Source: an optimization exercise on an open RTL-to-GDS flow (aim: small area, a short achievable clock period and few clock cycles). Production flows keep margins and buffers that such runs may drop.
Function was checked by simulation only, so behaviour that the tests miss may differ from the original.

Design JAM, start of the top module:
module JAM (
input CLK,
input RST,
output reg [2:0] W,
output reg [2:0] J,
input [6:0] Cost,
output reg [3:0] MatchCount,
output reg [9:0] MinCost,
output reg Valid );
Size: ~2,100 cells after synthesis, ~400 flip-flops.
Settings: LEC_CHECK=0, CAP_MARGIN=20, CORE_MARGIN=2, CORE_UTILIZATION=40, SETUP_SLACK_MARGIN=1.5, SLEW_MARGIN=20; clock period 5.0 ns.
run.sh (not shown) runs the stock make flow with config.mk's settings and CLKGATE_MAP_FILE= SYNTH_SCRIPT=/design/flow/synth_recipe.tcl, a recipe that flattens the netlist after the stock synthesis.
Testbench counts at the start, summed over its fixed seeds: cycles 2,334.
Rerun with:
Settings changed: SETUP_SLACK_MARGIN 1.5 to 0.6.
- clock-buffer cell count does not change
- final cell count goes down by a few percent
- maximum frequency goes down by a few percent
- clock skew goes down by 0.0064 ns
- sequential share of layout area goes up by 2.9 points
- synthesized area does not change
- non-clock buffer count goes down by 82
- synthesized cell count stays the same
- wire length goes down by a few percent
Rerun with:
Settings changed: SETUP_SLACK_MARGIN 0.6 to default.
The changed run went through all stages and came out clean.
Clock skew stays flat.
Core utilization drops by 0.68 points.
Wire length drops slightly.
Via count stays flat.
Synthesized cell count is unchanged.
Maximum frequency drops by roughly a tenth.
Rerun with:
Settings changed: SETUP_SLACK_MARGIN from default to 0.8.
After rerunning: The changed run completed without violations; clock-buffer cell count goes down by 1; design area goes up by a few percent; sequential share of layout area goes down by 1.1 points; wire length goes up by a few percent; cell count goes up slightly; via count goes up slightly.

## lane 1
Another version of the RTL of JAM (not shown whole).
Size in the first run: ~3100 cells after synthesis, ~440 flip-flops, ~30 I/O pins, about 26000 µm² of cells after synthesis.
==> flow/design.v (excerpt) <==
module JAM (
input CLK,
input RST,
output reg [2:0] W,
output reg [2:0] J,
input [6:0] Cost,
output reg [3:0] MatchCount,
output reg [9:0] MinCost,
output reg Valid );
==> flow/config.mk <==
export PLATFORM = sky130hd
export DESIGN_NAME = JAM
export DESIGN_NICKNAME = JAM
export VERILOG_FILES = /design/flow/design.v
export SDC_FILE = /design/flow/constraint.sdc
export NUM_CORES = 4
export LEC_CHECK = 0
export ABC_AREA = 1
export CAP_MARGIN = 20
export CORE_MARGIN = 2
export CORE_UTILIZATION = 40
export SETUP_SLACK_MARGIN = 1.1
export SLEW_MARGIN = 20
==> flow/constraint.sdc <==
create_clock -name core_clock -period 5.0 [get_ports {CLK}]
set_input_delay 1.0000 -clock core_clock [delete_from_list [all_inputs] [get_ports {CLK}]]
set_output_delay 1.0000 -clock core_clock [all_outputs]
set_load 0.01 [all_outputs]
Testbench counts of lane 1, summed over its fixed seeds: cycles 1,829.
--- input diff lane 1..lane 2 ---
- changing SETUP_SLACK_MARGIN from 1.1 to 0.9
==> run summary <==
Changes observed in lane 2 relative to lane 1: clock skew went down by 7.9 ps; sequential share of layout area went up by 0.84 points; total number of vias went down by about 1.2%; fmax went down by 0.0024 GHz.
Diff lane 2 and lane 1: minimum period implied by the final worst setup slack higher in lane 2
Changes in lane 3 relative to lane 2:
- setting PLACE_DENSITY to 0.75 for the first time
- changing SETUP_SLACK_MARGIN from 0.9 to 0.8
==> run summary <==
Lane 3 and lane 2 ended up with roughly the same data required time of the worst path. Lane 3 vs lane 2, instance count: lane 3 lower. Portion of the clock cycle consumed by the worst path in the final layout for lane 3: 2.4 points up relative to lane 2. The total via count in the routed design on lane 2 is in line with that on lane 3. When lane 3 is measured against lane 2, its number of nets at the end of the flow turns out 21 lower. Lane 3 vs lane 2: number of DRC violations after detailed-routing iteration 0 down by a few percent.

Setup of oak:
JAM with an RTL version that a note above also has.
Size in the first run: ~400 flip-flops, about 30 I/O pins, about 23000 sq um of cells after synthesis.
export LEC_CHECK = 0
export CAP_MARGIN = 20
export CORE_MARGIN = 2
export CORE_UTILIZATION = 60
export CTS_BUF_LIST = sky130_fd_sc_hd__clkbuf_4 sky130_fd_sc_hd__clkbuf_8
export CTS_CLUSTER_SIZE = 30
export SETUP_SLACK_MARGIN = 0.8
export SLEW_MARGIN = 20
create_clock -name core_clock -period 5.0 [get_ports {CLK}]
oak: flow completed, timing, DRC and antenna clean
Testbench counts of oak, summed over its fixed seeds: cycles 2,334.
> inputs changed (oak -> pine)
==> flow/config.mk <==
export PLATFORM = sky130hd
export DESIGN_NAME = JAM
export DESIGN_NICKNAME = JAM
export VERILOG_FILES = /design/flow/design.v
export SDC_FILE = /design/flow/constraint.sdc
export NUM_CORES = 4
export LEC_CHECK = 0
export ABC_AREA = 1
export CAP_MARGIN = 20
export CORE_MARGIN = 2
export CORE_UTILIZATION = 40
export SETUP_SLACK_MARGIN = 0.8
export SLEW_MARGIN = 20
==> comparison <==
pine — share of cell area taken by multi-input logic gates 2.4 points lower, oak as reference. Diff pine..oak | final area | negligible. On register area, oak tracks pine almost exactly. For number of nets produced by synthesis, dividing the value from oak by the value from pine gives 0.818.

== yarrow ==
The RTL this note starts from:
==> flow/design.v <==
module JAM (
input CLK,
input RST,
output reg [2:0] W,
output reg [2:0] J,
input [6:0] Cost,
output reg [3:0] MatchCount,
output reg [9:0] MinCost,
output reg Valid );
localparam P = 6;    
localparam PASS1 = 3'd0, PASS2 = 3'd1, INIT = 3'd2, SEARCH = 3'd3, FIX = 3'd4, DONE = 3'd5;
reg [2:0] ph;
reg [6:0] v [0:7];      
reg [6:0] u [0:7];      
reg [2:0] arg [0:7];    
reg [2:0] arg2 [0:7];   
reg [7:0] big [0:7];    
reg [9:0] S0;           
reg [6:0] m;            
reg [2:0] am;           
reg [6:0] m2;           
reg [2:0] am2;          
reg [6:0] Vc;           
reg signed [11:0] R;    
reg [9:0] S [0:6];      
reg [2:0] a [0:6];      
reg [2:0] nxj [0:6];    
reg [6:0] hn;           
reg       bt_ok;        
reg [2:0] bt_d;         
integer k;
wire [2:0] d = W;
wire [2:0] j = J;
wire [2:0] dn = d + 3'd1;
wire [6:0] vj = Vc;
wire       c_lt_v = Cost < vj;
wire [6:0] vmin = c_lt_v ? Cost : vj;
wire [6:0] t = Cost - vj;
wire [6:0] tp = (ph == PASS1 && c_lt_v) ? 7'd0 : t;
wire       t_lt_m = (j == 3'd0) || (tp < m);
wire [6:0] mnew = t_lt_m ? tp : m;
wire [2:0] amnew = t_lt_m ? j : am;
wire       t_lt_m2 = (j == 3'd1) || (tp < m2);
wire [6:0] m2new = t_lt_m ? m : t_lt_m2 ? tp : m2;
wire [2:0] am2new = t_lt_m ? am : t_lt_m2 ? j : am2;
wire signed [11:0] ts = {5'd0, t};
wire       prune = ts > R;
wire       better = ts < R;
wire       leaf = (d == 3'd7);
reg [7:0] used;          
wire [2:0] argd = arg[d];
wire [6:0] ud = u[d];
reg [6:0] Un;           
wire signed [11:0] un_s = {5'd0, Un};
reg [2:0] argn;          
reg [2:0] arg2n;         
reg [2:0] argn2;         
reg [2:0] arg2n2;        
always @(*) begin
	argn2 = arg[0];
	arg2n2 = arg2[0];
	for (k = 0; k < 6; k = k + 1)
		if (d == k) begin
			argn2 = arg[k + 2];
			arg2n2 = arg2[k + 2];
		end
end
reg [6:0] un2;          
always @(*) begin
	un2 = u[0];
	for (k = 0; k < 6; k = k + 1)
		if (d == k) un2 = u[k + 2];
end
wire       is_top = (j == argd);
wire       skipok = R < 12'sd32;
wire [2:0] arg2d = arg2[d];
wire       is_sec = (j == arg2d);
wire       first2 = is_top | is_sec;
wire [7:0] bigd = big[d];
reg [7:0] gt;
always @(*) begin
	for (k = 0; k < 8; k = k + 1) gt[k] = first2 | (k > j);
end
wire [7:0] cand = ~used & ~(8'd1 << argd) & ~(8'd1 << arg2d) & gt & ~(bigd & {8{skipok}});
wire       sec_ok = is_top && !used[arg2d] && !(bigd[arg2d] && skipok);
wire       has_nx = sec_ok || (|cand);
reg  [2:0] nx0;
always @(*) begin
	nx0 = 3'd0;
	for (k = 7; k >= 0; k = k - 1) if (cand[k]) nx0 = k;
end
wire [2:0] nx = sec_ok ? arg2d : nx0;
wire [2:0] jsib = (ph == SEARCH) ? nx : (ph == INIT) ? arg[0] : j + 3'd1;
wire [6:0] v_sib = v[jsib];
wire [7:0] used2 = used | (8'd1 << j);
reg  [2:0] fu;
always @(*) begin
	fu = 3'd0;
	for (k = 7; k >= 0; k = k - 1) if (!used2[k]) fu = k;
end
wire       argn_free = !used2[argn];
wire       arg2n_free = !used2[arg2n];
wire [2:0] jdesc = argn_free ? argn : arg2n_free ? arg2n : fu;
wire [6:0] v_desc = v[jdesc];
reg       bt_ok2;
reg [2:0] bt_d2;
always @(*) begin
	bt_ok2 = 1'b0;
	bt_d2 = 3'd0;
	for (k = 0; k < 7; k = k + 1)
		if (hn[k] && k < bt_d) begin
			bt_ok2 = 1'b1;
			bt_d2 = k;
		end
end
wire [2:0] rd = (ph == FIX) ? d : bt_d;
wire signed [11:0] mc_s = {2'd0, MinCost};
wire signed [11:0] sbt_s = {2'd0, S[rd]};
wire signed [11:0] Rbt = mc_s - sbt_s;
wire [6:0] u_bt = u[bt_d + 3'd1];
wire [2:0] arg_bt = arg[bt_d + 3'd1];
wire [2:0] arg2_bt = arg2[bt_d + 3'd1];
reg [7:0] used_bt;
always @(*) begin
	used_bt = 8'd0;
	for (k = 0; k < 7; k = k + 1)
		if (k < bt_d) used_bt = used_bt | (8'd1 << a[k]);
end
wire [6:0] v_bt = v[nxj[bt_d]];
wire [9:0] Sd = MinCost - R[9:0];    
wire descend = !leaf && !prune;
wire sibling = !leaf && !(first2 && prune && d < P) && has_nx;
always @(posedge CLK or posedge RST) begin
	if (RST) begin
		ph <= PASS1;
		W <= 3'd0;
		J <= 3'd0;
		Valid <= 1'b0;
		MinCost <= 10'h3ff;
		MatchCount <= 4'd0;
		S0 <= 10'd0;
		bt_ok <= 1'b0;
		bt_d <= 3'd0;
	end else begin
		case (ph)
		PASS1: begin
			{W, J} <= {W, J} + 6'd1;
			if (d > P && j == 3'd0) S0 <= S0 + {3'd0, m};    
			if (d == 3'd7 && j == 3'd7) ph <= PASS2;
		end
		PASS2: begin
			{W, J} <= {W, J} + 6'd1;
			if (d == 3'd1) S0 <= S0 + {3'd0, vj};
			else if (j == 3'd0 && d != 3'd1) S0 <= S0 + {3'd0, m};    
			if (d == P - 1 && j == 3'd7) ph <= INIT;
		end
		INIT: begin
			S0 <= S0 + {3'd0, m};    
			W <= 3'd0;
			J <= arg[0];
			bt_ok <= 1'b0;
			ph <= FIX;
		end
		SEARCH: begin
			if (leaf) begin
				if (better) begin
					MinCost <= Sd + {3'd0, t};
					MatchCount <= 4'd1;
				end else if (!prune)
					MatchCount <= MatchCount + 4'd1;
			end
			if (descend) begin
				W <= dn;
				J <= jdesc;
				if (has_nx) begin
					bt_ok <= 1'b1;
					bt_d <= d;
				end
			end else if (sibling)
				J <= nx;
			else if (bt_ok) begin
				W <= bt_d;
				J <= nxj[bt_d];
				bt_ok <= bt_ok2;
				bt_d <= bt_d2;
				if (leaf && better) ph <= FIX;
			end else begin
				ph <= DONE;
				Valid <= 1'b1;
			end
		end
		FIX: ph <= SEARCH;
		default: ;
		endcase
	end
end
always @(posedge CLK) begin
	if (ph == PASS1) begin
		if (d == 3'd0) v[j] <= Cost;
		else v[j] <= vmin;
	end
	if (ph == PASS2 || (ph == PASS1 && d >= P)) begin
		m <= mnew;
		am <= amnew;
		m2 <= m2new;
		am2 <= am2new;
		big[d][j] <= (tp[6:5] != 2'd0);
		if (j == 3'd7) begin
			u[d] <= mnew;
			arg[d] <= amnew;
			arg2[d] <= am2new;
		end
	end
	if (ph == INIT) begin
		S[0] <= S0 + {3'd0, m};    
		Un <= u[1];
		argn <= arg[1];
		arg2n <= arg2[1];
		used <= 8'd0;
	end
	if (ph == FIX)
		R <= Rbt;
	if (ph == PASS1 || ph == PASS2 || ph == INIT)
		Vc <= v_sib;
	if (ph == SEARCH) begin
		if (!leaf) begin
			a[d] <= j;
			nxj[d] <= nx;
			hn[d] <= has_nx;
			S[d] <= Sd;
		end
		if (descend) begin
			R <= (R + un_s) - ts;
			Un <= un2;
			argn <= argn2;
			arg2n <= arg2n2;
			used <= used2;
			Vc <= v_desc;
		end else if (sibling)
			Vc <= v_sib;
		else begin
			R <= Rbt;
			Un <= u_bt;
			argn <= arg_bt;
			arg2n <= arg2_bt;
			used <= used_bt;
			Vc <= v_bt;
		end
	end
end
endmodule
Settings: LEC_CHECK=0, ABC_AREA=1, CAP_MARGIN=20, CORE_MARGIN=2, CORE_UTILIZATION=40, CTS_BUF_LIST=sky130_fd_sc_hd__clkbuf_8, SETUP_SLACK_MARGIN=0.8, SLEW_MARGIN=20; clock period 5.0 ns.
In summary, yarrow completed successfully, with a layout that passed the timing, DRC and antenna checks.
Testbench counts of yarrow, summed over its fixed seeds: cycles 1,829.
Relative to yarrow, the following input files were edited for xenon:
- swapping sky130_fd_sc_hd__clkbuf_8 for sky130_fd_sc_hd__clkbuf_4 in CTS_BUF_LIST
==> run summary <==
Every run in the comparison, yarrow and xenon, completed the flow with a clean layout.
Any difference in sequential share of layout area between xenon and yarrow is small enough to ignore.
Changes observed in xenon relative to yarrow: wire length on met3 barely changed; cell area climbed about 0.34%; number of inserted filler cells in the final layout climbed 51; placed cell area barely changed; total number of sequential cells barely changed.
yarrow -> xenon: number of non-clock inverters in the layout delta 0, exact match
Setup changes, xenon to harbor
- a deleted CTS_BUF_LIST that had been sky130_fd_sc_hd__clkbuf_4
Results
In the tables for harbor and xenon, number of signal-net buffers in the layout reads lower with xenon. Delta (harbor minus xenon): worst slew margin relative to its limit saw a decrease; clock period minus worst slack saw an increase; portion of the layout cell area used by non-clock buffers saw an increase; clock-pin slew on the worst setup and hold paths saw little to no change; via count of the first global-routing pass saw a decrease. The worst hold slack on xenon is in line with that on harbor. Compared xenon against harbor; routability-driven placement congestion ratio within noise. Slowest cell on the critical path: sky130_fd_sc_hd__dfrtp_2 -> xenon, sky130_fd_sc_hd__fa_2 -> harbor. Compare harbor and xenon | final cell count lower: harbor.

## separate check: timing with driven ports
In the flow no input, the clock included, has a driving cell. The finished layouts below were timed again as built, in two steps. Step 1: set_driving_cell puts a clkbuf_16 on CLK and a buf_2 on each other input, an assumption about the parent block. Step 2 also shifts input and output timing later by t, the mid clock arrival at the registers, as if the neighbouring blocks saw the same clock. Slacks: ideal ports / drivers / drivers and shift; pairs: ideal ports / drivers.
run	t (ns)	slack for setup (ns)	hold slack, ns	worst data-port slew with drivers (ns)	cell pins on the clock port's net
the first run of note 1	0.649	0.984 / 1.002 / 0.358	0.495 / 0.495 / 0.495	0.05	1
the second run of note 1	0.637	0.730 / 0.730 / 0.192	0.486 / 0.486 / 0.486	0.04	1
the third run of note 1	0.637	0.291 / 0.332 / -0.305	0.477 / 0.477 / 0.477	0.03	1
the fourth run of note 1	0.637	0.845 / 0.878 / 0.241	0.478 / 0.478 / 0.478	0.03	1
lane 1	0.668	0.896 / 0.912 / 0.244	0.476 / 0.476 / 0.476	0.06	1
lane 2	0.661	0.855 / 0.866 / 0.205	0.466 / 0.466 / 0.466	0.06	1
lane 3	0.653	0.736 / 0.752 / 0.099	0.463 / 0.463 / 0.463	0.06	1
oak	0.675	0.865 / 0.876 / 0.201	0.493 / 0.493 / 0.493	0.05	1
pine	0.641	0.930 / 0.970 / 0.329	0.493 / 0.493 / 0.493	0.04	1
yarrow	0.740	1.002 / 1.002 / 0.304	0.473 / 0.473 / 0.473	0.04	1
xenon	0.950	1.020 / 1.020 / 0.250	0.476 / 0.476 / 0.476	0.04	1
harbor	0.661	0.957 / 0.976 / 0.316	0.474 / 0.474 / 0.474	0.05	1
Met with ideal ports but missed after step 2: setup timing in the third run of note 1. For xenon, which loses most, drivers alone change the setup slack by 0.000 ns; drivers and shift together by -0.770 ns.
